This design comes from an exercise in tuning for small area, a short achievable clock period and few clock cycles on the open sky130 flow, not from production work.

## amber
==> flow/design.v <==
`timescale 1ns / 1ps
module conv_layer_sel8 (
    input  wire [7:0] d,
    input  wire [7:0] s,
    output wire       y
);
assign y = |(d & s);
endmodule
module conv_layer #(
    parameter INPUT_CHANNELS = 3,
    parameter OUTPUT_CHANNELS = 32,
    parameter KERNEL_SIZE = 3,
    parameter INPUT_WIDTH = 4,
    parameter INPUT_HEIGHT = 4,
    parameter WEIGHT_BITS = 4,
    parameter ACTIVATION_BITS = 8
) (
    input wire clk,
    input wire rst_n,
    input wire [ACTIVATION_BITS-1:0] input_data,
    input wire input_valid,
    output wire input_ready,
    input wire [WEIGHT_BITS*256-1:0] weights_flat,
    input wire [7:0] weight_addr,
    input wire weight_valid,
    output wire [ACTIVATION_BITS-1:0] output_data,
    output wire output_valid,
    input wire output_ready,
    input wire start,
    output wire done,
    input wire [7:0] stride,
    input wire [7:0] padding,
    input wire [255:0] bias_flat
);
localparam TAPS = KERNEL_SIZE * KERNEL_SIZE;                   
localparam MACS = TAPS * INPUT_CHANNELS;                         
localparam NOUT = INPUT_WIDTH * INPUT_HEIGHT * OUTPUT_CHANNELS;  
reg        act;       
reg        wl;        
reg [4:0]  m;         
reg [8:0]  nc;        
reg        fin;       
reg        last1;     
reg        ov;        
reg        rdy;       
reg        done_r;
reg [WEIGHT_BITS-1:0]     wsr [0:TAPS-1];
reg [ACTIVATION_BITS+WEIGHT_BITS-1:0] prod;   
reg [15:0]                acc;
reg [ACTIVATION_BITS-1:0] out_reg;
wire wload   = act & ~wl & weight_valid;
wire taken   = input_valid & rdy;
wire last_in = taken & (m == MACS-1);
wire finish  = fin & ov & output_ready;
reg       act_n, wl_n, fin_n, ov_n;
reg [4:0] m_n;
always @(*) begin
    act_n = start | (act & ~finish);
    ov_n  = last1 | (ov & ~output_ready);
    m_n   = m;
    wl_n  = wl;
    if (wload | taken) begin
        if ((wload & (m == TAPS-1)) | (m == MACS-1))
            m_n = 5'd0;
        else
            m_n = m + 5'd1;
    end
    if (wload & (m == TAPS-1))
        wl_n = 1'b1;
    fin_n = fin;
    if (last_in & (nc == NOUT-1))
        fin_n = 1'b1;
    if (finish) begin
        wl_n  = 1'b0;
        fin_n = 1'b0;
    end
end
always @(posedge clk or negedge rst_n) begin
    if (!rst_n) begin
        act    <= 1'b0;
        wl     <= 1'b0;
        m      <= 5'd0;
        nc     <= 9'd0;
        fin    <= 1'b0;
        last1  <= 1'b0;
        ov     <= 1'b0;
        rdy    <= 1'b0;
        done_r <= 1'b0;
    end else begin
        act    <= act_n;
        wl     <= wl_n;
        m      <= m_n;
        fin    <= fin_n;
        last1  <= last_in;
        ov     <= ov_n;
        rdy    <= act_n & wl_n & ~fin_n & ~(ov_n & (m_n == MACS-1));
        done_r <= finish;
        if (last_in)
            nc <= nc + 9'd1;
    end
end
wire [7:0]  wlo = 8'd1 << weight_addr[2:0];
wire [31:0] whi = (32'd1 << weight_addr[7:3]) & {32{wload}};
wire [WEIGHT_BITS-1:0] wtree;
genvar b, g, e;
generate
    for (b = 0; b < WEIGHT_BITS; b = b + 1) begin : WB
        wire [31:0] gy;
        wire [3:0]  py;
        for (g = 0; g < 32; g = g + 1) begin : WG
            wire [7:0] gd;
            for (e = 0; e < 8; e = e + 1) begin : WE
                assign gd[e] = weights_flat[WEIGHT_BITS*(8*g+e) + b];
            end
            conv_layer_sel8 u_g (.d(gd), .s(wlo), .y(gy[g]));
        end
        for (g = 0; g < 4; g = g + 1) begin : WP
            conv_layer_sel8 u_p (.d(gy[8*g +: 8]), .s(whi[8*g +: 8]), .y(py[g]));
        end
        assign wtree[b] = |py;
    end
endgenerate
wire wrot  = taken;
wire whold = ~(wload | taken);
wire [WEIGHT_BITS-1:0] w8_n = wtree | (wsr[0] & {WEIGHT_BITS{wrot}})
                                    | (wsr[TAPS-1] & {WEIGHT_BITS{whold}});
wire [7:0] blo = 8'd1 << nc[6:4];
wire [3:0] bhi = 4'd1 << nc[8:7];
wire [7:0] bsel;
generate
    for (b = 0; b < 8; b = b + 1) begin : BB
        wire [3:0] gy;
        for (g = 0; g < 4; g = g + 1) begin : BG
            wire [7:0] gd;
            for (e = 0; e < 8; e = e + 1) begin : BE
                assign gd[e] = bias_flat[8*(8*g+e) + b];
            end
            conv_layer_sel8 u_g (.d(gd), .s(blo), .y(gy[g]));
        end
        assign bsel[b] = |(gy & bhi);
    end
endgenerate
wire [15:0] sum = acc + prod;
integer i;
always @(posedge clk) begin
    if (wload | taken) begin
        for (i = 0; i < TAPS-1; i = i + 1)
            wsr[i] <= wsr[i+1];
    end
    wsr[TAPS-1] <= w8_n;
    prod <= taken ? input_data * wsr[0] : {(ACTIVATION_BITS+WEIGHT_BITS){1'b0}};
    if (last1 | ~act)
        acc <= {8'd0, bsel};
    else
        acc <= sum;
    if (last1)
        out_reg <= sum[15] ? {ACTIVATION_BITS{1'b0}} : sum[ACTIVATION_BITS-1:0];
end
assign input_ready  = rdy;
assign output_data  = out_reg;
assign output_valid = ov;
assign done         = done_r;
endmodule
==> flow/config.mk <==
export PLATFORM = sky130hd
export DESIGN_NAME = conv_layer
export DESIGN_NICKNAME = conv_layer
export VERILOG_FILES = /design/flow/design.v
export SDC_FILE = /design/flow/constraint.sdc
export NUM_CORES = 4
export LEC_CHECK = 0
export CAP_MARGIN = 20
export CORE_AREA = 5 5 395 395
export DIE_AREA = 0 0 400 400
export SETUP_SLACK_MARGIN = 3.0
export SLEW_MARGIN = 20
export SYNTH_HIERARCHICAL = 1
==> flow/constraint.sdc <==
create_clock -name core_clock -period 7.0 [get_ports {clk}]
set_input_delay 1.4000 -clock core_clock [delete_from_list [all_inputs] [get_ports {clk}]]
set_output_delay 1.4000 -clock core_clock [all_outputs]
set_load 0.01 [all_outputs]
standard.sh (not shown) runs the stock make flow with config.mk's settings and CLKGATE_MAP_FILE= SYNTH_SCRIPT=/design/flow/synth_recipe.tcl, a recipe that flattens the netlist after the stock synthesis.
==> flow/flow/run.sh <==
#!/bin/bash
# Standard ORFS layout, with every port buffered by the smallest buffer
# instead of the default clkdlybuf4s50_1.
set -euo pipefail
export BUFFER_PORTS_ARGS="-buffer_cell sky130_fd_sc_hd__buf_1"
if [[ -f flow/place_pins_args ]]; then
  export PLACE_PINS_ARGS="$(cat flow/place_pins_args)"
fi
bash standard.sh finish > standard.log 2>&1
amber finished all stages; the layout is clean.
### amber -> yarrow
# amber
export LEC_CHECK = 0
export CAP_MARGIN = 20
export CORE_AREA = 5 5 395 395
export DIE_AREA = 0 0 400 400
export SETUP_SLACK_MARGIN = 3.0
export SLEW_MARGIN = 20
export SYNTH_HIERARCHICAL = 1
create_clock -name core_clock -period 7.0 [get_ports {clk}]
# yarrow
export LEC_CHECK = 0
export CAP_MARGIN = 20
export CORE_AREA = 5 5 395 395
export DIE_AREA = 0 0 400 400
export SETUP_SLACK_MARGIN = 3.6
export SLEW_MARGIN = 20
export SYNTH_HIERARCHICAL = 1
create_clock -name core_clock -period 7.0 [get_ports {clk}]
### Flow results
Of the two values seen for critical path capture point, wsr[8][3] was produced by yarrow and wsr[8][0] by amber. When the final numbers for amber and yarrow were put side by side, the clock-buffer cell count turned out to be smaller in yarrow. In the tables for amber and yarrow, post-route worst setup slack reads lower with amber. The number of hold-slack violations in the final timing report of amber and that of yarrow are within noise of each other. Cmp amber and yarrow / worst path buffer plus inverter count / lower: yarrow. Sort amber and yarrow by wire length asc -> top: amber.
For sierra, these inputs were changed with respect to yarrow:
# yarrow
export LEC_CHECK = 0
export CAP_MARGIN = 20
export CORE_AREA = 5 5 395 395
export DIE_AREA = 0 0 400 400
export SETUP_SLACK_MARGIN = 3.6
export SLEW_MARGIN = 20
export SYNTH_HIERARCHICAL = 1
create_clock -name core_clock -period 7.0 [get_ports {clk}]
# sierra
export LEC_CHECK = 0
export CAP_MARGIN = 20
export CORE_AREA = 5 5 395 395
export DIE_AREA = 0 0 400 400
export SLEW_MARGIN = 20
export SYNTH_HIERARCHICAL = 1
create_clock -name core_clock -period 7.0 [get_ports {clk}]
### Flow results
- Taking yarrow as the reference point, the fraction of met1 tracks used by global routing of sierra falls by 2.1 points.
- Side by side, number of buffers and inverters on the critical path turned out lower in sierra than in yarrow.
- Compared sierra vs yarrow, and placed standard-cell area is down in sierra.
- In sierra, weighted congestion at the end of routability-driven global placement is lower than in yarrow.
- sierra ended with every stage complete and zero timing, DRC or antenna violations.
Function was not checked in any run of this note: the RTL went through the layout flow alone.

[afterwards: timing with drivers on the ports]
No port has a modelled driver above. Below, the same layouts with a new extraction and two added sets of constraints.
Step 1, drivers: a clkbuf_16 drives clk and a buf_2 each remaining input, both assumed.
Step 2 moves the port delays by t, midway between the first and last clock arrival at a register: inputs arrive t later, outputs are due t later. That takes back most of the time a late clock gives input paths.
Three values: ideal, step 1, step 2; two values: the first two.
run | t, ns | setup slack, ns | worst register clock-pin slew, ns
amber | 0.385 | 2.717 / 2.612 / 2.227 | 0.07 / 0.07
yarrow | 0.381 | 2.791 / 2.634 / 2.253 | 0.07 / 0.07
sierra | 0.378 | 1.842 / 1.821 / 1.443 | 0.07 / 0.07
After both steps setup and hold are still met in every run listed. The setup slack of yarrow, which loses most, moves by -0.157 ns with the drivers and by -0.538 ns with both steps.
